What follows belongs to an exercise in optimizing a design on an open flow for small area, a short achievable clock period and few clock cycles; a production flow would make more cautious choices. In this exercise RTL edits were held to simulation tests only and were not proved equivalent to the original. Power is estimated from default activity; no workload was simulated.

==> design.v <==
module nn_ctr #(parameter EXT_LAY = 0) (
	input clk,
	input init,
	input step,
	input lay_in,           
	output lay,             
	output reg bf,          
	output reg df,          
	output reg bp,          
	output reg [1:0] r,     
	output reg [1:0] j,     
	output reg [5:0] k,     
	output reg [6:0] n,     
	output reg nl,          
	output reg fin,         
	output lay_last,        
	output all_last         
);
	reg lay_r;
	assign lay = EXT_LAY ? lay_in : lay_r;
	wire wph = !bf && !df;
	wire k_last = lay ? (k == 6'd49) : (k == 6'd48);
	wire n_last = lay ? (n == 7'd99) : (n == 7'd49);
	assign lay_last = nl && n_last && !lay;
	assign all_last = nl && n_last && lay;
	always @(posedge clk) begin
		if (init) begin
			lay_r <= 1'b0; bf <= 1'b0; df <= 1'b1; bp <= 1'b1; r <= 2'd0; j <= 2'd0;
			k <= 6'd0; n <= 7'd0; nl <= 1'b0; fin <= 1'b0;
		end else if (step) begin
			r <= r + 2'd1;
			nl <= wph && (r == 2'd2) && (lay || j == 2'd3) && k_last;
			if (r == 2'd3) begin
				if (df) begin
					df <= 1'b0;
					bf <= bp;
				end else if (bf) begin
					bf <= 1'b0;
					bp <= 1'b0;
				end else if (lay || j == 2'd3) begin
					j <= 2'd0;
					df <= 1'b1;
					if (k_last) begin
						k <= 6'd0;
						bp <= 1'b1;
						n <= n + 7'd1;
						if (n_last) begin
							if (!lay) lay_r <= 1'b1;
							else fin <= 1'b1;
						end
					end else
						k <= k + 6'd1;
				end else
					j <= j + 2'd1;
			end
		end
	end
endmodule
module accelerator(
input clk,
input reset_n,
output SDRAM_readn,
output SDRAM_writen,
output SDRAM_chipselect,
input SDRAM_waitrequest,
output [31:0] SDRAM_address,
output [1:0] SDRAM_byteenable,
input SDRAM_readdatavalid,
input [15:0] SDRAM_readdata,
output [15:0] SDRAM_writedata,
input start,
output done
);
assign SDRAM_chipselect = 1'b1;
assign SDRAM_byteenable = 2'b11;
localparam [16:0] B1_W = 17'd20000;
localparam [16:0] W1_W = 17'd20400;
localparam [16:0] Z1_W = 17'd71600;
localparam [16:0] Z2_W = 17'd91600;
localparam S_IDLE = 2'd0;
localparam S_RUN  = 2'd1;    
localparam S_END  = 2'd2;    
localparam S_DONE = 2'd3;
reg [1:0] st;
reg done_r;
reg o_rd, o_wr;
reg [16:0] o_addr;
reg [3:0] o_wd;
assign SDRAM_readn = ~o_rd;
assign SDRAM_writen = ~o_wr;
assign SDRAM_address = {14'd0, o_addr, 1'b0};
assign SDRAM_writedata = {3'd0, o_wd[3], 3'd0, o_wd[2], 3'd0, o_wd[1], 3'd0, o_wd[0]};
assign done = done_r;
wire idle = (st == S_IDLE);
wire adv = !(o_rd || o_wr) || !SDRAM_waitrequest;
reg rv_q;
reg [15:0] rd_q;
always @(posedge clk) begin
	rv_q <= SDRAM_readdatavalid;
	rd_q <= SDRAM_readdata;
end
reg wpend;             
reg wq;                
wire rd_ok = !wpend && (st == S_RUN) && !(s_bf && wq) && !(s_df && s_lay && !w_lay);
wire issue_wr = adv && wpend;
wire issue_rd = adv && rd_ok;
reg [3:0] wi;          
reg w_lay;             
wire s_lay, s_bf, s_df, s_bp, s_nl, s_fin;
wire [1:0] s_r, s_j;
wire [5:0] s_k;
wire [6:0] s_n;
wire s_lay_last, s_all_last;
nn_ctr u_sctr(.clk(clk), .init(idle), .step(issue_rd), .lay_in(1'b0),
	.lay(s_lay), .bf(s_bf), .df(s_df), .bp(s_bp), .r(s_r), .j(s_j), .k(s_k), .n(s_n), .nl(s_nl), .fin(s_fin),
	.lay_last(s_lay_last), .all_last(s_all_last));
wire p_lay, p_bf, p_df, p_bp, p_nl, p_fin;
wire [1:0] p_r, p_j;
wire [5:0] p_k;
wire [6:0] p_n;
wire p_lay_last, p_all_last;
nn_ctr #(.EXT_LAY(1)) u_pctr(.clk(clk), .init(idle), .step(rv_q), .lay_in(w_lay),
	.lay(p_lay), .bf(p_bf), .df(p_df), .bp(p_bp), .r(p_r), .j(p_j), .k(p_k), .n(p_n), .nl(p_nl), .fin(p_fin),
	.lay_last(p_lay_last), .all_last(p_all_last));
reg [16:0] a_base;
reg [8:0] a_off;
always @(*) begin
	if (wpend) begin
		if (!w_lay) begin
			case (wi[1:0])
			2'd0: a_base = Z1_W - 17'd1;
			2'd1: a_base = Z1_W - 17'd1 + 17'd50;
			2'd2: a_base = Z1_W - 17'd1 + 17'd100;
			default: a_base = Z1_W - 17'd1 + 17'd150;
			endcase
			a_off = {2'd0, s_n};
		end else begin
			case (wi[3:2])
			2'd0: a_base = Z2_W - 17'd204;
			2'd1: a_base = Z2_W - 17'd204 + 17'd200;
			2'd2: a_base = Z2_W - 17'd204 + 17'd400;
			default: a_base = Z2_W - 17'd204 + 17'd600;
			endcase
			a_off = {s_n, wi[1:0]};
		end
	end else if (s_bf) begin
		a_base = B1_W;
		a_off = {s_n, s_r};
	end else if (!s_lay) begin
		case (s_r)
		2'd0: a_base = 17'd0;
		2'd1: a_base = 17'd49;
		2'd2: a_base = 17'd98;
		default: a_base = 17'd147;
		endcase
		a_off = {3'd0, s_k};
	end else begin
		case (s_r)
		2'd0: a_base = Z1_W;
		2'd1: a_base = Z1_W + 17'd50;
		2'd2: a_base = Z1_W + 17'd100;
		default: a_base = Z1_W + 17'd150;
		endcase
		a_off = {3'd0, s_k};
	end
end
wire [16:0] a_sum = a_base + a_off;
wire s_isw = !s_bf && !s_df;
reg [16:0] s_w;        
reg [16:0] s_wstep;
always @(*) begin
	if (s_nl)
		s_wstep = 17'd1;
	else if (s_r != 2'd3)
		s_wstep = s_lay ? 17'd50 : 17'd196;
	else
		s_wstep = s_lay ? (17'd1 - 17'd150) : (17'd1 - 17'd588);
end
always @(posedge clk) begin
	if (idle)
		s_w <= W1_W;
	else if (issue_rd && s_isw)
		s_w <= s_w + s_wstep;
end
reg [15:0] img [0:3];
reg signed [14:0] acc0 [0:3];
reg signed [14:0] acc1 [0:3];
reg signed [14:0] acc2 [0:3];
reg signed [14:0] acc3 [0:3];
wire signed [14:0] bclamp = (rd_q[15:13] == 3'b000 || rd_q[15:13] == 3'b111) ? rd_q[14:0] :
                            (rd_q[15] ? 15'h6000 : 15'h1fff);
wire [3:0] zor = {|rd_q[15:12], |rd_q[11:8], |rd_q[7:4], |rd_q[3:0]};
function signed [5:0] wsum;
	input [15:0] w;
	input [3:0] m;
	reg signed [5:0] t0, t1, t2, t3;
	begin
		t0 = m[0] ? {{2{w[3]}},  w[3:0]}   : 6'sd0;
		t1 = m[1] ? {{2{w[7]}},  w[7:4]}   : 6'sd0;
		t2 = m[2] ? {{2{w[11]}}, w[11:8]}  : 6'sd0;
		t3 = m[3] ? {{2{w[15]}}, w[15:12]} : 6'sd0;
		wsum = (t0 + t1) + (t2 + t3);
	end
endfunction
reg q_v;
reg signed [5:0] q_d [0:3];
wire ld_b = rv_q && p_bf;
reg e0;         
integer i;
always @(posedge clk) begin
	q_v <= rv_q && !p_df && !p_bf;
	for (i = 0; i < 4; i = i + 1)
		q_d[i] <= wsum(rd_q, img[i][3:0]);
	for (i = 0; i < 4; i = i + 1)
		if (rv_q && p_df && p_r == i)
			img[i] <= {rd_q[15:4], w_lay ? zor : rd_q[3:0]};
		else if (rv_q && !p_df && !p_bf && p_r == 2'd3)
			img[i] <= {rd_q[15:12], img[i][15:4]};
	if (q_v || ld_b)
		for (i = 0; i < 4; i = i + 1) begin
			acc0[i] <= acc1[i];
			acc1[i] <= acc2[i];
			acc2[i] <= acc3[i];
			acc3[i] <= ld_b ? bclamp : acc0[i] + q_d[i];
		end
end
wire [3:0] res [0:3];
genvar gi;
generate for (gi = 0; gi < 4; gi = gi + 1) begin : g_res
	assign res[gi] = {~acc3[gi][14], ~acc2[gi][14], ~acc1[gi][14], ~acc0[gi][14]};
end endgenerate
wire w_last = w_lay ? (wi == 4'd15) : (wi[1:0] == 2'd3);
always @(posedge clk) begin
	if (!reset_n) begin
		st <= S_IDLE;
		done_r <= 1'b0;
		o_rd <= 1'b0;
		o_wr <= 1'b0;
		e0 <= 1'b0;
		wpend <= 1'b0;
		wq <= 1'b0;
	end else begin
		e0 <= rv_q && p_nl && !idle;
		case (st)
		S_IDLE: if (start) st <= S_RUN;
		S_RUN:  if (issue_rd && s_all_last) st <= S_END;
		S_END:  if (!wq && !o_wr) begin st <= S_DONE; done_r <= 1'b1; end
		S_DONE: if (!start) begin st <= S_IDLE; done_r <= 1'b0; end
		default: st <= S_IDLE;
		endcase
		if (adv) begin
			o_wr <= wpend;
			o_rd <= rd_ok;
		end
		if (issue_wr && w_last) begin
			wpend <= 1'b0;
			wq <= 1'b0;
		end else begin
			if (e0)
				wpend <= 1'b1;
			if (issue_rd && s_nl)
				wq <= 1'b1;
		end
	end
end
always @(posedge clk) begin
	if (adv) begin
		o_addr <= (!wpend && s_isw) ? s_w : a_sum;
		o_wd <= w_lay ? {3'd0, res[wi[3:2]][wi[1:0]]} : res[wi[1:0]];
	end
	if (idle) begin
		wi <= 4'd0;
		w_lay <= 1'b0;
	end else if (issue_wr) begin
		if (w_last) begin
			wi <= 4'd0;
			w_lay <= w_lay || s_lay;
		end else
			wi <= wi + 4'd1;
	end
end
endmodule
==> run.sh <==
#!/bin/bash
# synth_recipe.tcl (not shown) runs the flow's synth.tcl, then flattens the netlist and writes it again
# the make line also repeats each setting of config.mk as NAME=value (left out here)
make -C /OpenROAD-flow-scripts/flow DESIGN_CONFIG=/design/flow/config.mk WORK_HOME=/design/flow/orfs CLKGATE_MAP_FILE= SYNTH_SCRIPT=/design/flow/synth_recipe.tcl finish
==> config.mk <==
export PLATFORM = sky130hd
export DESIGN_NAME = accelerator
export DESIGN_NICKNAME = accelerator
export VERILOG_FILES = /design/flow/design.v
export SDC_FILE = /design/flow/constraint.sdc
export NUM_CORES = 4
export LEC_CHECK = 0
export ABC_AREA = 1
export ABC_CLOCK_PERIOD_IN_PS = 2500
export CAP_MARGIN = 5
export CORE_MARGIN = 2
export CORE_UTILIZATION = 60
export CTS_BUF_LIST = sky130_fd_sc_hd__clkbuf_8
export CTS_CLUSTER_DIAMETER = 60
export CTS_CLUSTER_SIZE = 16
export PLACE_DENSITY = 0.75
export SETUP_SLACK_MARGIN = 4.8
export SLEW_MARGIN = 5
==> constraint.sdc <==
create_clock -name core_clock -period 7.5 [get_ports {clk}]
set_input_delay 1.5000 -clock core_clock [delete_from_list [all_inputs] [get_ports {clk}]]
set_output_delay 1.5000 -clock core_clock [all_outputs]
set_load 0.01 [all_outputs]
==> metrics.cfg, run 1 <==
[critical_path]
critical_path.top_delay_family=adder cells
cpMaxStageDelayCell=fa_1
cp-start-kind=register
critPathMaxStageDelay_ns=0.51
cp_num_buf_inv=5
crit_path_max_fanout=2
crit_required_ns=8.02
cp-end-kind=register
reg2reg_from=img[2][1]$_DFFE_PP_
cp.arrival_ns=3.33
worstPathCellList=nand2_2, inv_2, fa_1, inv_2, fa_1, inv_1, ha_2, inv_2, fa_2, buf_4, xnor2_2
cpMostUsedCell=inv_2
crit_path_start=img[2][1]$_DFFE_PP_
critPathKind=register to register

[synth]
synth_cells=2256
yosysSeqAreaShare_pct=54.11
syn_area_um2=22030
synth-edff-count=325
yosysWarningCount=9
synth_cell_type_count=47
synthArstFlopShare_pct=0
ys_ff_latch=433
syn_area_per_cell_um2=9.766
synth_flop_cell=edfxtp_1

[final_layout]
final_nets=2548
layout-drive-gt1-share_pct=10.78
fillers=2797
area_growth_pct=10.03
n_antenna_cell=0

[route]
firstDrtPassIters=5
drt_iter0_drc=1525
wl_per_cell_um=17.24
vias_per_cell=5.555
postRouteAntennaNets=0
drt-total-wl_mm=49.16
drcViolationCount=0
via_count=15840

[timing]
tightest_slew_ns=0.9398
finalCriticalPeriod_ns=2.803
timing.final.max_slew_violations=0
finalClockSkew_ns=0.02773
hold_viol=0
hold_ws_ns=0.4199
fin_crit_sh_pct=37.38
finalSetupTns_ns=0
setup-violations-final=0
rsz0062_at_grt=true
fmax_mhz=356.7
slew_headroom_pct=37.35

[hold_path]
hold_start=acc1[3][6]$_DFFE_PP_
hold_path_class=register to register

[die]
fp.dieW_um=195.6
rows=70
start_util_pct=60.62
dieArea_um2=38270
die_h_um=195.6
io_pins=75
coreArea_um2=36350

[cts]
htree_levels=2
cts_buffer_depth=3
worstSkewPairLatency_ns=0.62
cts.sinks=433
clk_pin_slew_ns=0.10
cts_tree=done
cts_hold_buf=0
cts-root-buf=clkbuf_8
cts_buffers=38

[grt]
grt_max_degree=71
antenna_found_initial=0
grt_pass1_wl_mm=78.30
gr-usage-all-layers_pct=26.03
overflow=0
grt_pass1_vias=15260

[power_and_ir_drop]
ir_worst_vdd_mv=0.2238
p_per_area_nw_per_um2=278.9
total_power_uw=6761
leakage_uw=0.01060

[placement]
io_buffers=44
place_hpwl_mm=33.74
gp_congestion=0.8965

[run]
drv_cap=0

[run_status]
status=complete, no violations

==> placed cells by master (no fill, tap or decap), types with 15 or more instances in the layout <==
| cell type | instances |
|---|---|
| buf_2 | 22 |
| o21ai_0 | 147 |
| ha_1 | 117 |
| a21oi_1 | 140 |
| dfxtp_1 | 88 |
| inv_2 | 17 |
| xor2_1 | 45 |
| fa_1 | 35 |
| edfxtp_1 | 325 |
| nand2_1 | 548 |
| conb_1 | 30 |
| nor3_1 | 20 |
| nand3_1 | 123 |
| clkbuf_8 | 43 |
| inv_1 | 244 |
| or2_2 | 15 |
| clkdlybuf4s50_1 | 19 |
| nor2_1 | 138 |
| buf_4 | 45 |
==> registers in the layout, indices dropped and copies added (netlist names), 16 cells and up <==
name / count
acc0: 60
acc1: 60
acc2: 60
acc3: 60
img: 64
o_addr: 17
q_d: 24
rd_q: 16
s_w: 17
==> stage by stage <==
step / instance area [um2] / setup WS, ns / utilization, % / std cells
finish: 24240 / 4.697 / 66.70 / 2852
detailed placement: 22840 / 3.943 / 62.84 / 2736
CTS: 23760 / 4.750 / 65.38 / 2822
floorplan: 22160 / 4.677 / - / 2284
global route: 24240 / 4.609 / 66.70 / 2852
global placement: 22840 / 4.038 / 62.84 / 2736
==> cell usage after synthesis, drive strengths merged, types with 16 or more instances <==
library cell  count  area [um2]
a21oi           144       720.7
buf              42       289.0
clkbuf           23       86.33
dfxtp           108        2162
edfxtp          325        9759
fa               42       840.8
ha              131        1639
inv             254       953.4
nand2           564        2135
nand3           124       620.6
nor2            148       600.6
nor3             21       105.1
o21ai           153       765.7
xnor2            16       140.1
xor2             46       402.9
==> layout make-up <==
cell class	count	area (um2)	share of cell area, %
flip-flops and latches	433	11970	49.38
multi-input cells	1534	9189	37.90
inverters	254	972.2	4.010
repair buffers	93	739.5	3.050
clock buffers	43	591.8	2.441
well taps	468	585.6	2.415
clock inverters	27	192.7	0.7948
==> where the power goes <==
part | switching [uW] | total [uW] | internal, uW
registers | 146 | 3030 | 2880
logic | 1470 | 2330 | 857
clock network | 821 | 1410 | 587
total | 2440 | 6760 | 4320
==> final timing paths <==
check                                            end  slack (ns)  cells past startpoint
worst max-delay path               q_d[2][3]$_DFF_P_        4.70                     11
worst min-delay path            acc0[3][6]$_DFFE_PP_        0.42                      0
worst max register to register     q_d[2][3]$_DFF_P_        4.70                     11
worst min register to register  acc0[3][6]$_DFFE_PP_        0.42                      0
==> kinds of logic after synthesis <==
kind of cell / share of synthesized area, %
multiplexers: 0.1533
XOR/XNOR: 2.465
AO/OA/AOI/OAI: 9.103
flip-flops: 54.11
buffers and inverters: 6.031
other: 0.03409
adder cells (fa/ha/maj): 11.26
AND/OR/NAND/NOR: 16.85
==> per-layer routing <==
metal	up-vias	GRT usage, %	routed length, um
met5	-	0	0
met4	0	8.680	1598
met3	111	4.352	3210
met2	548	42.92	23200
met1	7441	35.34	21150
li1	7743	-	-
==> what timing repair did <==
item	in CTS	in global routing
gates resized for setup	151	72
pin swaps	7	31
setup endpoints to repair	246	70
buffers inserted	14	30
cloned	2	0
Testbench counts, summed over its fixed seeds: cycles 376,972.
==> run 2: changes to the inputs <==
--- a/config.mk
+++ b/config.mk
@@ -11,3 +11,3 @@
 export CORE_MARGIN = 2
-export CORE_UTILIZATION = 60
+export CORE_UTILIZATION = 55
 export CTS_BUF_LIST = sky130_fd_sc_hd__clkbuf_8
@@ -15,4 +15,4 @@
 export CTS_CLUSTER_SIZE = 16
-export PLACE_DENSITY = 0.75
-export SETUP_SLACK_MARGIN = 4.8
+export PLACE_DENSITY = 0.7
+export SETUP_SLACK_MARGIN = 4.7
 export SLEW_MARGIN = 5
==> run 2 against run 1 <==
Via count shrank 0.35%. Non-clock buffer count decreased by 14. Clock skew shrank 0.0036 ns. Power decreased by 0.73%. Clock power hardly changed. Sequential cell count did not move. Sequential power about the same. Highest routed layer unchanged.
==> metrics.cfg, run 2 <==
[run_status]
status=complete, no violations

[synth]
syn_area_um2=22030
yosysWarningCount=9
yosysMostFrequentCell=nand2_1
synth_cell_type_count=47
ys_ff_latch=433
synth_cells=2256
synth-edff-count=325
yosysSeqAreaShare_pct=54.11
yosys.area.top_type=edfxtp_1
synthTopCellsByArea=edfxtp_1 (44%), dfxtp_1 (9.8%), nand2_1 (9.6%)
synthTopCellsByCount=nand2_1 (561), edfxtp_1 (325), inv_1 (250), o21ai_0 (153), a21oi_1 (144)
syn_area_per_cell_um2=9.766
synth_flop_cell=edfxtp_1
synthArstFlopShare_pct=0
synth_top_cell_area_share_pct=44.30

[route]
wl_met1_mm=21.83
wl_per_cell_um=17.14
via_count=15790
vias_per_cell=5.452
drt_iter0_drc=1143
top_layer=met4
postRouteAntennaNets=0
route.met3.wl_mm=2.700
met2_length_mm=23.49
drt-total-wl_mm=49.63
firstDrtPassIters=5
drcViolationCount=0

[critical_path]
crit_required_ns=6.00
cpMaxStageDelayCell=edfxtp_1
cp.arrival_ns=1.25
critPathKind=register to primary output
cp_num_buf_inv=1
cp-start-kind=register
worstPathCellList=clkdlybuf4s15_1
cp_num_cells=1
cp-end-kind=primary output
crit_path_max_fanout=1
r2r_cells=15
critical_path.top_delay_family=flip-flops
critPathMaxStageDelay_ns=0.36

[run]
drv_cap=0

[final_layout]
final_cell_mix=nand2_1 (560), edfxtp_1 (325), inv_1 (253)
final_nets=2534
largest_reg_flops=64
final_common_cell=nand2_1
area_growth_pct=9.149
regMostFlops=img
layout-drive-gt1-share_pct=8.017

[timing]
fmax_mhz=363.3
fin_crit_sh_pct=36.70
tightest_slew_ns=0.9411
finalSetupTns_ns=0
finalClockSkew_ns=0.02416
slew_headroom_pct=37.26
hold_ws_ns=0.4169
hold_viol=0
timing.final.max_slew_violations=0
rsz0062_at_grt=true
finalCriticalPeriod_ns=2.752
setup-violations-final=0

[die]
fp.dieW_um=204.1
io_pins=75
rows=73
start_util_pct=55.58
coreArea_um2=39640
dieArea_um2=41680
die_h_um=204.1

[placement]
place_hpwl_mm=33.90
io_buffers=44
gp_congestion=0.9055

[power_and_ir_drop]
pwr-share-seq_pct=45.1
leakage_uw=0.01049
p_per_area_nw_per_um2=279.1
p_sw_uw=2429
p_int_uw=4283
netSwitchingFraction_pct=36.19
p_clk_share_pct=21.1
ir_worst_vdd_mv=0.2239
total_power_uw=6712
combPwrFrac_pct=33.8

[grt]
grt_pass1_wl_mm=78.74
grt_pass1_vias=15280
grt_max_degree=93
antenna_found_initial=0
gr-usage-all-layers_pct=24.07
overflow=0

[cts]
cts_buffers=38
cts_tree=done
cts.sinks=433
worstSkewPairLatency_ns=0.63
clk_pin_slew_ns=0.10
cts_hold_buf=0
cts-root-buf=clkbuf_8
cts_buffer_depth=3
htree_levels=2

[hold_path]
hold_path_class=register to register
whs_path_depth=0

run 2: cell counts after synthesis:
No cell type changed its count.
run 2: worst paths after layout:
check	startpoint	end	slack (ns)
min	acc1[1][10]$_DFFE_PP_	acc0[1][10]$_DFFE_PP_	0.42
min reg2reg	acc1[1][10]$_DFFE_PP_	acc0[1][10]$_DFFE_PP_	0.42
max reg2reg	wpend$_SDFFE_PP0P_	o_addr[12]$_DFFE_PN_	4.78
max	o_addr[14]$_DFFE_PN_	SDRAM_address[15]	4.75
run 2: layout make-up:
type                    count  area [um2]
well taps                 525       656.9
flip-flops and latches    433       11960
clock buffers              42       578.1
inverters                 254       973.4
repair buffers             79       661.9
diodes                      1       2.502
clock inverters            28       190.2
multi-input cells        1534        9025
fillers                  3295       15590
run 2: metal layers:
metal	track usage, %	vias to the layer above
met3	3.364	90
met2	39.94	464
li1	-	7718
met5	0	-
met1	32.03	7516
met4	9.679	0
run 2: repair_timing:
action	in CTS	in global routing
cloned	1	1
setup buffers	9	22
endpoints found under the setup margin	212	197
gates resized for setup	91	51
pin swaps	2	8
run 2: through the flow:
stage / worst slack, ns / instance area (um2) / std cells / utilization, %
2_1_floorplan: 4.677 / 22160 / 2284 / -
3_3_place_gp: 3.921 / 22900 / 2792 / 57.78
3_5_place_dp: 3.834 / 22900 / 2792 / 57.78
4_1_cts: 4.690 / 23770 / 2872 / 59.97
5_1_grt: 4.588 / 24050 / 2895 / 60.66
6_report: 4.748 / 24050 / 2896 / 60.67
run 2: cells by family after synthesis:
kind of cell	count (synthesis)	share of synthesized area [%]
other	2	0.03409
buffers and inverters	319	6.031
adders and majority gates	173	11.26
xor gates and xnor gates	62	2.465
and+or+nand+nor	896	16.85
DFF	433	54.11
muxes	3	0.1533
AOI/OAI and AO/OA	368	9.103
run 2: power groups by stage:
| stage | combinational (uW) | clock (uW) | sequential, uW |
|---|---|---|---|
| after floorplan | 1680 | 0 | 3030 |
| after global routing | 2590 | 1540 | 3050 |
| after detailed placement | 2230 | 0 | 3080 |
| after global placement | 2180 | 0 | 3080 |
| final | 2270 | 1410 | 3030 |
| after CTS | 2240 | 1450 | 3030 |
==> run 3: changes to the inputs <==
--- a/config.mk
+++ b/config.mk
@@ -11,3 +11,3 @@
 export CORE_MARGIN = 2
-export CORE_UTILIZATION = 55
+export CORE_UTILIZATION = 60
 export CTS_BUF_LIST = sky130_fd_sc_hd__clkbuf_8
@@ -15,4 +15,5 @@
 export CTS_CLUSTER_SIZE = 16
-export PLACE_DENSITY = 0.7
+export PLACE_DENSITY = 0.75
 export SETUP_SLACK_MARGIN = 4.7
 export SLEW_MARGIN = 5
+export TNS_END_PERCENT = 20
==> run 3 against run 2 <==
Via count is essentially flat. Global-route usage grew 1.6 points. Hold slack improved by 0.0019 ns. Non-clock buffer count rose by 6. Combinational power about the same. Critical path depth rose by 1. Critical endpoint is now SDRAM_readn. Wire length is 2.4% lower. Die area down 8.2%. Core utilization is 5.7 points higher. Final area up 0.29%. Setup slack worse by 0.084 ns. Synthesized cell count stayed put.
==> metrics.cfg, run 3 <==
[run]
drv_cap=0

[final_layout]
final-seq-area_um2=11960
layout-drive-gt1-share_pct=7.828
area_growth_pct=9.461
multiInputGateArea_um2=9069
final_common_cell=nand2_1
n_antenna_cell=0
finalInstanceArea_um2=24120
final_cell_mix=nand2_1 (558), edfxtp_1 (325), inv_1 (251)
final_nets=2540
fillers=2824
regMostFlops=img
largest_reg_flops=64

[synth]
yosys.area_share.simple_pct=16.85
yosysMostFrequentCell=nand2_1
syn_area_um2=22030
synth_cells=2256
synthArstFlopShare_pct=0
yosys.area.top_type=edfxtp_1
synth_compound_area_share_pct=9.103
synthTopCellsByArea=edfxtp_1 (44%), dfxtp_1 (9.8%), nand2_1 (9.6%)
yosysSeqAreaShare_pct=54.11
synth_top_family_by_area=simple AND/OR/NAND/NOR gates
synth_mux_area_share_pct=0.1533
synth_flop_cell=edfxtp_1
synthXorXnorAreaFrac_pct=2.465
ys_ff_latch=433
synthTopCellsByCount=nand2_1 (561), edfxtp_1 (325), inv_1 (250), o21ai_0 (153), a21oi_1 (144)
synth_top_cell_area_share_pct=44.30
syn_area_per_cell_um2=9.766
synth-edff-count=325
synth_fa_ha_area_share_pct=11.26
synth_cell_type_count=47
yosysWarningCount=9

[power_and_ir_drop]
p_per_area_nw_per_um2=278.9
ir_worst_vdd_mv=0.2240
leakage_uw=0.01059

[placement]
postPlaceCellArea_um2=22840
place_hpwl_mm=33.74
gp_congestion=0.8965
io_buffers=44

[route]
drt_iter0_drc=1564
vias_per_cell=5.547
met2_length_mm=23.02
top_layer=met4
via_count=15780
drt-total-wl_mm=48.45
route.met3.wl_mm=2.920
drcViolationCount=0
firstDrtPassIters=6
postRouteAntennaNets=0
wl_met1_mm=21.19
wl_per_cell_um=17.04

[grt]
antenna_found_initial=0
grt_max_degree=71
gr-usage-all-layers_pct=25.69
overflow=0
grt_pass1_vias=15140
grt_pass1_wl_mm=77.35

[die]
io_pins=75
dieArea_um2=38270
start_util_pct=60.62
die_h_um=195.6
rows=70
coreArea_um2=36350
fp.dieW_um=195.6

[critical_path]
cp_num_buf_inv=2
worstPathCellList=inv_1, dlygate4sd2_1
cp.arrival_ns=1.34
crit_required_ns=6.00
critical_path.top_delay_family=flip-flops
cp-start-kind=register
crit_path_max_fanout=2
critPathKind=register to primary output
critPathMaxStageDelay_ns=0.38
cp-end-kind=primary output
cpMaxStageDelayCell=dfxtp_1

[timing]
slew_headroom_pct=37.43
hold_viol=0
timing.final.max_slew_violations=0
fin_crit_sh_pct=37.82
finalCriticalPeriod_ns=2.836
finalSetupTns_ns=0
fmax_mhz=352.6
setup-violations-final=0
tightest_slew_ns=0.9386
hold_ws_ns=0.4188
rsz0062_at_grt=true
finalClockSkew_ns=0.02911

[cts]
cts-root-buf=clkbuf_8
cts_buffer_depth=3
clk_pin_slew_ns=0.10
cts_tree=done
worstSkewPairLatency_ns=0.63
cts_buffers=38
htree_levels=2
cts.sinks=433
cts_hold_buf=0

[run_status]
status=complete, no violations

[hold_path]
hold_path_class=register to register

[run 3: cell counts after synthesis]
Identical to the previous run, type by type.
[run 3: worst paths after layout]
| path | slack, ns | end | startpoint | depth (start not counted) |
|---|---|---|---|---|
| max | 4.66 | SDRAM_readn | o_rd$_SDFFE_PN0N_ | 2 |
| min reg2reg | 0.42 | acc1[1][2]$_DFFE_PP_ | acc2[1][2]$_DFFE_PP_ | 0 |
| min | 0.42 | acc1[1][2]$_DFFE_PP_ | acc2[1][2]$_DFFE_PP_ | 0 |
| max reg2reg | 4.72 | q_d[3][5]$_DFF_P_ | img[3][2]$_DFFE_PP_ | 11 |
[run 3: cell type report]
cell class                 count  area share [%]
clock inverter                27          0.7990
timing repair buffer          85           3.092
sequential                   433           49.60
inverter                     254           4.026
clock buffer                  43           2.454
multi-input combinational   1534           37.60
tap                          468           2.428
[run 3: power by group]
group / total (uW) / switching [uW] / internal [uW]
logic: 2290 / 1450 / 838
registers: 3030 / 145 / 2880
clock network: 1410 / 823 / 587
total: 6730 / 2420 / 4310
[run 3: timing repair]
item                                    CTS  global route
gates cloned                              1             1
buffers inserted                          0            36
gates resized for setup                  36            68
pin swaps                                 1            12
endpoints found under the setup margin  210           242
[run 3: per-layer routing]
layer / GRT usage, % / vias up
met1: 34.97 / 7411
met5: 0 / -
met2: 42.22 / 531
li1: - / 7737
met3: 4.387 / 97
met4: 8.453 / 0
[run 3: cell families (layout without fill, tap and decap cells)]
| group | Yosys count | count (layout) |
|---|---|---|
| other cells | 2 | 30 |
| xor+xnor | 62 | 62 |
| compound gates | 368 | 368 |
| buf+inv | 319 | 409 |
| flops | 433 | 433 |
| fa+ha+maj | 173 | 173 |
| simple gates | 896 | 898 |
| mux | 3 | 3 |
[run 3: metrics by stage]
| step | total power (uW) | setup slack, ns | utilization, % | std cells |
|---|---|---|---|---|
| after CTS | 6692 | 4.553 | 64.99 | 2807 |
| after floorplan | 4717 | 4.677 | - | 2284 |
| final | 6725 | 4.664 | 66.35 | 2844 |
| after detailed placement | 5306 | 3.943 | 62.84 | 2736 |
| after global placement | 5251 | 4.038 | 62.84 | 2736 |
| after global routing | 7178 | 4.602 | 66.35 | 2844 |
==> run 4: changes to the inputs <==
--- a/config.mk
+++ b/config.mk
@@ -18,2 +18,2 @@
 export SLEW_MARGIN = 5
-export TNS_END_PERCENT = 20
+export TNS_END_PERCENT = 50
==> run 4 against run 3 <==
First-iteration DRC count shrank 7.4%. Synthesized area unchanged. Die area unchanged. Sequential cell count stayed put. Synthesized cell count is the same. Highest routed layer unchanged.
==> metrics.cfg, run 4 <==
[run_status]
status=complete, no violations

[synth]
synth_mux_area_share_pct=0.1533
synth_top_cell_area_share_pct=44.30
yosysSeqAreaShare_pct=54.11
synth_fa_ha_area_share_pct=11.26
yosys.area.top_type=edfxtp_1
yosysWarningCount=9
synthTopCellsByArea=edfxtp_1 (44%), dfxtp_1 (9.8%), nand2_1 (9.6%)
synthXorXnorAreaFrac_pct=2.465
synthArstFlopShare_pct=0
synth_cell_type_count=47
syn_area_um2=22030
synth-edff-count=325
synthTopCellsByCount=nand2_1 (561), edfxtp_1 (325), inv_1 (250), o21ai_0 (153), a21oi_1 (144)
synth_compound_area_share_pct=9.103
yosys.area_share.simple_pct=16.85
synth_flop_cell=edfxtp_1
synth_top_family_by_area=simple AND/OR/NAND/NOR gates
yosysMostFrequentCell=nand2_1
synth_cells=2256
ys_ff_latch=433
syn_area_per_cell_um2=9.766

[timing]
finalSetupTns_ns=0
layout_setup_ws_ns=4.679
tightest_slew_ns=0.9460
slew_headroom_pct=36.93
finalCriticalPeriod_ns=2.821
hold_viol=0
rsz0062_at_grt=true
fin_crit_sh_pct=37.61
setup-violations-final=0
finalClockSkew_ns=0.02771
timing.final.max_slew_violations=0
fmax_mhz=354.5

[critical_path]
critical_path.top_delay_family=flip-flops
cp_num_cells=2
cp_num_buf_inv=2
ff2ff_setup_slack_ns=4.75
critPathKind=register to primary output
worstPathCellList=inv_1, dlygate4sd2_1
cpMaxStageDelayCell=dfxtp_2
critPathMaxStageDelay_ns=0.37
crit_path_max_fanout=3
cp.arrival_ns=1.32
reg2reg_from=img[2][2]$_DFFE_PP_
cp-start-kind=register
r2r_cells=11
r2r-end=q_d[2][5]$_DFF_P_
cp-end-kind=primary output
crit_required_ns=6.00

[route]
vias_per_cell=5.530
drcViolationCount=0
postRouteAntennaNets=0
wl_per_cell_um=17.05
firstDrtPassIters=6
drt-total-wl_mm=48.49
drt_iter0_drc=1448
via_count=15730

[grt]
grt_pass1_wl_mm=77.35
grt_pass1_vias=15140
overflow=0
grt_max_degree=71
antenna_found_initial=0
gr-usage-all-layers_pct=25.69

[hold_path]
hold_start=acc3[0][9]$_DFFE_PP_
whs_path_depth=0
hold_path_class=register to register
min_to=acc2[0][9]$_DFFE_PP_

[die]
fp.dieW_um=195.6
rows=70
dieArea_um2=38270
coreArea_um2=36350
die_h_um=195.6
start_util_pct=60.62
io_pins=75

[final_layout]
final_nets=2540
fillers=2829
n_antenna_cell=0
final_common_cell=nand2_1
finalInstanceArea_um2=24100
final_cell_mix=nand2_1 (558), edfxtp_1 (325), inv_1 (251)
largest_reg_flops=64
layout-drive-gt1-share_pct=8.123
regMostFlops=img
area_growth_pct=9.404

[placement]
pre_cts_ws_ns=3.943
postPlaceCellArea_um2=22840
gp_congestion=0.8965
io_buffers=44
place_hpwl_mm=33.74

[power_and_ir_drop]
leakage_uw=0.01059
ir_worst_vdd_mv=0.2238
total_power_uw=6723
p_per_area_nw_per_um2=278.9

[cts]
htree_levels=2
cts_tree=done
cts.sinks=433
cts_buffer_depth=3
cts_buffers=38
worstSkewPairLatency_ns=0.63
clk_pin_slew_ns=0.10
cts-root-buf=clkbuf_8

[run]
drv_cap=0

-- run 4: cell families after synthesis --
group	count (synthesis)
compound gates	368
xor+xnor	62
fa+ha+maj	173
buf+inv	319
flops	433
mux	3
other cells	2
simple gates	896
-- run 4: power by group --
| part | leakage (uW) | internal, uW | switching, uW | total, uW |
|---|---|---|---|---|
| logic | 0.00626 | 836 | 1450 | 2290 |
| registers | 0.00389 | 2880 | 145 | 3030 |
| clock network | 0.000449 | 587 | 823 | 1410 |
| total | 0.0106 | 4300 | 2420 | 6720 |
-- run 4: repair_timing --
| item | CTS | global route |
|---|---|---|
| setup endpoints to repair | 210 | 242 |
| gates resized for setup | 36 | 76 |
| hold buffers | 0 | 0 |
| pin swaps | 1 | 13 |
| gates cloned | 1 | 1 |
| setup buffers | 0 | 36 |
-- run 4: metrics by stage --
stage	instances	hold slack (ns)	utilization, %
after floorplan	2284	0.4003	-
after global placement	2736	0.4001	62.84
after detailed placement	2736	0.4045	62.84
after CTS	2807	0.4116	64.99
after global routing	2844	0.4207	66.32
final	2844	0.4178	66.32
-- run 4: final cells by class --
| class | instances | area (um2) | share of cell area, % |
|---|---|---|---|
| clock inverter | 27 | 192.7 | 0.7994 |
| clock buffer | 43 | 591.8 | 2.455 |
| inverter | 254 | 970.9 | 4.028 |
| multi-input combinational | 1534 | 9074 | 37.64 |
| sequential | 433 | 11960 | 49.63 |
| timing repair buffer | 85 | 726.9 | 3.016 |
| tap | 468 | 585.6 | 2.429 |
-- run 4: how the worst max path moves through the flow --
stage	start	to	slack [ns]
final	o_wr$_SDFFE_PN0N_	SDRAM_writen	4.68
after global routing	img[2][1]$_DFFE_PP_	q_d[2][5]$_DFF_P_	4.60
after CTS	wpend$_SDFFE_PP0P_	o_addr[9]$_DFFE_PN_	4.55
after detailed placement	rv_q$_DFF_P_	acc3[1][8]$_DFFE_PP_	3.94
after global placement	SDRAM_waitrequest	u_sctr.k[0]$_SDFFE_PP0P_	4.04
after floorplan	rv_q$_DFF_P_	acc0[0][0]$_DFFE_PP_	4.68
-- run 4: metal layers --
metal	part of all wire (%)	track usage, %
met3	6.5	4.387
met5	0	0
met4	2.8	8.453
met2	47	42.22
met1	43	34.97
==> run 5: changes to the inputs <==
--- a/config.mk
+++ b/config.mk
@@ -18,2 +18 @@
 export SLEW_MARGIN = 5
-export TNS_END_PERCENT = 50
==> run 5 against run 4 <==
Still clean. Power is essentially flat. Clock-buffer cell count is the same. Final area shrank 0.42%. Clock power is essentially flat. Synthesized cell count is the same. Critical path type unchanged. Largest cell class unchanged.
==> metrics.cfg, run 5 <==
[run_status]
status=complete, no violations

[route]
firstDrtPassIters=8
vias_per_cell=5.543
drt_iter0_drc=1426
via_count=15720
drt-total-wl_mm=48.51
postRouteAntennaNets=0
drcViolationCount=0
wl_per_cell_um=17.11

[final_layout]
final_cell_mix=nand2_1 (558), edfxtp_1 (325), inv_1 (251)
n_antenna_cell=0
finalInstanceArea_um2=24000
final_common_cell=nand2_1
final_nets=2531
final-seq-area_um2=11960
regMostFlops=img
area_growth_pct=8.950
layout-drive-gt1-share_pct=8.281
final_core_util_pct=66.04
largest_reg_flops=64
multiInputGateArea_um2=9067
fillers=2836

[grt]
grt_max_degree=71
gr-usage-all-layers_pct=25.76
grt_pass1_wl_mm=77.60
grt_pass1_vias=15180
antenna_found_initial=0
overflow=0

[cts]
cts.sinks=433
clk_pin_slew_ns=0.10
cts-root-buf=clkbuf_8
cts_tree=done
cts_hold_buf=0
htree_levels=2
cts_buffer_depth=3
worstSkewPairLatency_ns=0.63
cts_buffers=38

[timing]
rsz0062_at_grt=true
finalSetupTns_ns=0
timing.final.max_slew_violations=0
hold_ws_ns=0.4158
slew_headroom_pct=37.22
finalClockSkew_ns=0.02712
fmax_mhz=363.8
setup-violations-final=0
hold_viol=0
finalCriticalPeriod_ns=2.749
tightest_slew_ns=0.9416
fin_crit_sh_pct=36.65

[critical_path]
r2r_cells=11
cp-start-kind=register
crit_path_max_fanout=2
worstPathCellList=inv_1, clkdlybuf4s15_2
crit_path_start=o_wr$_SDFFE_PN0N_
cpMaxStageDelayCell=dfxtp_4
cp-end-kind=primary output
critPathMaxStageDelay_ns=0.37
cp-endpoint=SDRAM_writen
ff2ff_setup_slack_ns=4.77
r2r-end=q_d[2][5]$_DFF_P_
reg2reg_from=img[2][2]$_DFFE_PP_
cp.arrival_ns=1.25
crit_required_ns=6.00
critPathKind=register to primary output

[synth]
yosysWarningCount=9
synth_top_cell_area_share_pct=44.30
yosys.area.top_type=edfxtp_1
synth-edff-count=325
syn_area_um2=22030
syn_area_per_cell_um2=9.766
yosysSeqAreaShare_pct=54.11
ys_ff_latch=433
synthTopCellsByCount=nand2_1 (561), edfxtp_1 (325), inv_1 (250), o21ai_0 (153), a21oi_1 (144)
synth_cells=2256
synth_cell_type_count=47
yosysMostFrequentCell=nand2_1
synthArstFlopShare_pct=0
synth_flop_cell=edfxtp_1
synthTopCellsByArea=edfxtp_1 (44%), dfxtp_1 (9.8%), nand2_1 (9.6%)

[power_and_ir_drop]
p_per_area_nw_per_um2=280.0
total_power_uw=6720
leakage_uw=0.01050
ir_worst_vdd_mv=0.2234

[die]
rows=70
die_h_um=195.6
start_util_pct=60.62
io_pins=75
coreArea_um2=36350
fp.dieW_um=195.6
dieArea_um2=38270

[run]
drv_cap=0

[placement]
io_buffers=44
place_hpwl_mm=33.74
gp_congestion=0.8965
postPlaceCellArea_um2=22840

[hold_path]
hold_path_class=register to register

## run 5: power by group
group	switching [uW]	leakage, uW	total, uW	internal (uW)
combinational	1450	0.00616	2290	835
sequential	145	0.00389	3030	2880
clock	822	0.000449	1410	587
total	2420	0.0105	6720	4300
## run 5: repair_timing
action                     CTS  global route
pin swaps                    2            14
buffers inserted             3            24
gates resized for setup     91            56
gates cloned                 1             1
setup endpoints to repair  210           225
## run 5: worst min-delay path by stage
stage | startpoint | endpoint | slack (ns) | cells after the start
finish | acc2[1][2]$_DFFE_PP_ | acc1[1][2]$_DFFE_PP_ | 0.42 | 0
floorplan | acc1[0][0]$_DFFE_PP_ | acc0[0][0]$_DFFE_PP_ | 0.40 | 0
detailed placement | acc1[3][0]$_DFFE_PP_ | acc0[3][0]$_DFFE_PP_ | 0.40 | 0
CTS | acc2[1][2]$_DFFE_PP_ | acc1[1][2]$_DFFE_PP_ | 0.41 | 0
global placement | acc2[0][2]$_DFFE_PP_ | acc1[0][2]$_DFFE_PP_ | 0.40 | 0
global route | acc3[0][3]$_DFFE_PP_ | acc2[0][3]$_DFFE_PP_ | 0.42 | 0
## run 5: logic make-up (layout without fill, tap and decap cells)
family / Yosys count / in the layout / synth area share, %
AO/OA/AOI/OAI: 368 / 368 / 9.103
XOR/XNOR: 62 / 62 / 2.465
adder cells (fa/ha/maj): 173 / 173 / 11.26
buffers and inverters: 319 / 400 / 6.031
flip-flops: 433 / 433 / 54.11
multiplexers: 3 / 3 / 0.1533
other: 2 / 30 / 0.03409
AND/OR/NAND/NOR: 896 / 898 / 16.85
## run 5: critical path, delay by kind of cell, from the launching register on
kind	cells	cell delay, ns
flip-flops	1	0.37
buffers and inverters	2	0.26
## run 5: final cells by class
cell class / instances / area share [%]
clock inverter: 27 / 0.8027
sequential: 433 / 49.84
timing repair buffer: 76 / 2.653
tap: 468 / 2.439
clock buffer: 43 / 2.465
inverter: 254 / 4.029
multi-input combinational: 1534 / 37.77
## run 5: layer usage
| layer | global-route usage [%] | up-vias | wire (um) |
|---|---|---|---|
| met5 | 0 | - | 0 |
| met4 | 8.567 | 0 | 1470 |
| met3 | 4.387 | 101 | 3100 |
| met2 | 42.50 | 526 | 22820 |
| met1 | 34.91 | 7374 | 21120 |
| li1 | - | 7714 | - |
## run 5: stage by stage
step	setup WS [ns]	std cells
2_1_floorplan	4.677	2284
3_3_place_gp	4.038	2736
3_5_place_dp	3.943	2736
4_1_cts	4.703	2810
5_1_grt	4.620	2835
6_report	4.751	2835
==> run 6: changes to the inputs <==
--- a/config.mk
+++ b/config.mk
@@ -13,4 +13,4 @@
 export CTS_BUF_LIST = sky130_fd_sc_hd__clkbuf_8
-export CTS_CLUSTER_DIAMETER = 60
-export CTS_CLUSTER_SIZE = 16
+export CTS_CLUSTER_DIAMETER = 70
+export CTS_CLUSTER_SIZE = 18
 export PLACE_DENSITY = 0.75
==> run 6 against run 5 <==
Clock power hardly changed. Via count about the same. Largest cell class unchanged. First-iteration DRC count decreased by 0.98%. Still clean. Critical endpoint is now o_addr[9]$_DFFE_PN_. Global-route usage is essentially flat. Clock-buffer cell count down 3. Register-to-register slack got worse by 0.09 ns. Synthesized cell count stayed put. Sequential power barely moved.
==> metrics.cfg, run 6 <==
[run_status]
status=complete, no violations

[synth]
synth_flop_cell=edfxtp_1
yosysMostFrequentCell=nand2_1
synth_cell_type_count=47
yosysSeqAreaShare_pct=54.11
synthTopCellsByCount=nand2_1 (561), edfxtp_1 (325), inv_1 (250), o21ai_0 (153), a21oi_1 (144)
ys_ff_latch=433
syn_area_per_cell_um2=9.766
syn_area_um2=22030
synth_top_cell_area_share_pct=44.30
synthArstFlopShare_pct=0
yosysWarningCount=9
yosys.area.top_type=edfxtp_1
synthTopCellsByArea=edfxtp_1 (44%), dfxtp_1 (9.8%), nand2_1 (9.6%)
synth-edff-count=325
synth_cells=2256

[grt]
antenna_found_initial=0
overflow=0
gr-usage-all-layers_pct=25.81
grt_max_degree=71
grt_pass1_vias=15190
grt_pass1_wl_mm=77.69

[final_layout]
finalInstanceArea_um2=23980
stdcell_count=2828
final_nets=2528
regMostFlops=img
fillers=2834
area_growth_pct=8.836
layout-drive-gt1-share_pct=8.008
final_common_cell=nand2_1
largest_reg_flops=64
final_core_util_pct=65.97
final_cell_mix=nand2_1 (559), edfxtp_1 (325), inv_1 (249)
n_antenna_cell=0

[route]
postRouteAntennaNets=0
drt_iter0_drc=1412
drt-total-wl_mm=48.53
drcViolationCount=0
via_count=15720
wl_per_cell_um=17.16
firstDrtPassIters=6
vias_per_cell=5.559

[critical_path]
critPathKind=register to register
cp-end-kind=register
cp.arrival_ns=3.21
ff2ff_setup_slack_ns=4.68
cp_num_buf_inv=1
critical_path.top_delay_family=compound AO/OA/AOI/OAI gates
reg2reg_from=u_sctr.r[0]$_SDFFE_PP0P_
cpMaxStageDelayCell=dfxtp_4
critPathMaxStageDelay_ns=0.38
cp-start-kind=register
crit_path_max_fanout=5
r2r_cells=13
crit_required_ns=7.89
cpMostUsedCell=o21ai_0
r2r-end=o_addr[9]$_DFFE_PN_
worstPathCellList=inv_1, ha_2, o21ai_0, o21ai_0, a21boi_1, ha_1, nand2_1, a21oi_1, o21ai_0, nand3_2, or2_2, nand3_1, nand2_1

[die]
start_util_pct=60.62
io_pins=75
dieArea_um2=38270
coreArea_um2=36350
rows=70
die_h_um=195.6
fp.dieW_um=195.6

[power_and_ir_drop]
p_per_area_nw_per_um2=280.3
leakage_uw=0.01046
ir_worst_vdd_mv=0.2312

[timing]
tightest_slew_ns=0.9428
finalSetupTns_ns=0
fin_crit_sh_pct=37.65
finalCriticalPeriod_ns=2.824
slew_headroom_pct=37.15
timing.final.max_slew_violations=0
hold_viol=0
rsz0062_at_grt=true
hold_ws_ns=0.4067
setup-violations-final=0
finalClockSkew_ns=0.02849
fmax_mhz=354.1

[cts]
htree_levels=2
cts_buffer_depth=3
cts.sinks=433
clk_pin_slew_ns=0.11
cts-root-buf=clkbuf_8
cts_tree=done
cts_hold_buf=0
worstSkewPairLatency_ns=0.63
cts_buffers=35

[run]
drv_cap=0

[placement]
place_hpwl_mm=33.74
postPlaceCellArea_um2=22840
gp_congestion=0.8965
place_inst=2736
io_buffers=44

[hold_path]
min_to=acc1[0][2]$_DFFE_PP_
hold_path_class=register to register
whs_path_depth=0
hold_start=acc2[0][2]$_DFFE_PP_

run 6: cell types whose count changed in the layout (fill, tap and decap cells not counted), sizes merged:
| cell | previous run | this run |
|---|---|---|
| inv | 268 | 267 |
| clkbuf | 52 | 50 |
| clkinv | 8 | 4 |
| clkdlybuf4s15 | 10 | 9 |
| bufinv | 1 | 2 |
run 6: what timing repair did:
item	4_1_cts	5_1_grt
setup endpoints to repair	211	227
pin swaps	2	15
cloned	1	1
gates resized for setup	88	56
buffers inserted	4	23
run 6: routing by layer:
layer | track usage [%] | up-vias | part of all wire [%] | wire [um]
li1 | - | 7712 | - | -
met1 | 35.09 | 7424 | 44 | 21250
met2 | 42.79 | 486 | 47 | 22960
met3 | 3.990 | 100 | 5.8 | 2794
met4 | 8.510 | 0 | 3.2 | 1533
met5 | 0 | - | 0 | 0
run 6: area by class of cell:
type	instances	area [um2]	area share, %
clock buffer	40	550.5	2.296
clock inverter	23	214.0	0.8923
inverter	254	967.2	4.033
multi-input combinational	1534	9070	37.82
sequential	433	11960	49.89
tap	468	585.6	2.442
timing repair buffer	76	629.4	2.625
run 6: kinds of logic (layout without fill, tap and decap cells):
logic type / count (synthesis) / in the layout / synth area share, %
AO/OA/AOI/OAI: 368 / 368 / 9.103
XOR/XNOR: 62 / 62 / 2.465
adder cells (fa/ha/maj): 173 / 173 / 11.26
buffers and inverters: 319 / 393 / 6.031
flip-flops: 433 / 433 / 54.11
multiplexers: 3 / 3 / 0.1533
other: 2 / 30 / 0.03409
AND/OR/NAND/NOR: 896 / 898 / 16.85
run 6: worst register-to-register path: stages, from the launching register on:
cell and delay [ns]:
dfxtp_4 0.38, inv_1 0.17, ha_2 0.25, o21ai_0 0.11, o21ai_0 0.19, a21boi_1 0.28
ha_1 0.33, nand2_1 0.10, a21oi_1 0.06, o21ai_0 0.18, nand3_2 0.14, or2_2 0.31
nand3_1 0.07, nand2_1 0.05
run 6: through the flow:
step                setup WS, ns  power [uW]
floorplan                  4.677        4717
detailed placement         3.943        5306
global placement           4.038        5251
CTS                        4.688        6700
global route               4.543        7162
finish                     4.676        6721
run 6: worst max path at each step:
stage | from | end | slack [ns] | cells after the start
final | u_sctr.r[0]$_SDFFE_PP0P_ | o_addr[9]$_DFFE_PN_ | 4.68 | 13
after global routing | u_sctr.r[0]$_SDFFE_PP0P_ | o_addr[9]$_DFFE_PN_ | 4.54 | 13
after CTS | img[2][0]$_DFFE_PP_ | q_d[2][3]$_DFF_P_ | 4.69 | 10
after detailed placement | rv_q$_DFF_P_ | acc3[1][8]$_DFFE_PP_ | 3.94 | 4
after global placement | SDRAM_waitrequest | u_sctr.k[0]$_SDFFE_PP0P_ | 4.04 | 11
after floorplan | rv_q$_DFF_P_ | acc0[0][0]$_DFFE_PP_ | 4.68 | 4
run 6: power breakdown:
group	total [uW]	internal, uW	switching [uW]	leakage [uW]
combinational	2290	836	1460	0.00615
sequential	3030	2880	146	0.00389
clock	1400	590	812	0.000423

[port drivers added, routing unchanged]
No port has a modelled driver above. Below, the same layouts with a new extraction and two added sets of constraints. Step 1, drivers: a clkbuf_16 drives clk and a buf_2 each remaining input, both assumed. Step 2, shift: input delay + t, output delay - t, t = (earliest + latest rising clock arrival at the registers) / 2. This alone moves slack from input paths to output paths. Three values: no drivers, after step 1, after step 2; two values: the first two.
| run | t (ns) | setup WS [ns] | clock arrival spread, ns |
|---|---|---|---|
| run 1 | 0.661 | 4.697 / 4.697 / 4.544 | 0.032 / 0.033 |
| run 2 | 0.675 | 4.748 / 4.690 / 4.137 | 0.026 / 0.026 |
| run 3 | 0.667 | 4.664 / 4.614 / 4.190 | 0.032 / 0.033 |
| run 4 | 0.667 | 4.679 / 4.629 / 4.198 | 0.034 / 0.035 |
| run 5 | 0.664 | 4.751 / 4.701 / 4.186 | 0.033 / 0.034 |
| run 6 | 0.660 | 4.676 / 4.676 / 4.209 | 0.029 / 0.028 |
After both steps setup and hold are still met in every run listed. The setup slack of run 2, which loses most, moves by -0.058 ns with the drivers and by -0.611 ns with both steps.
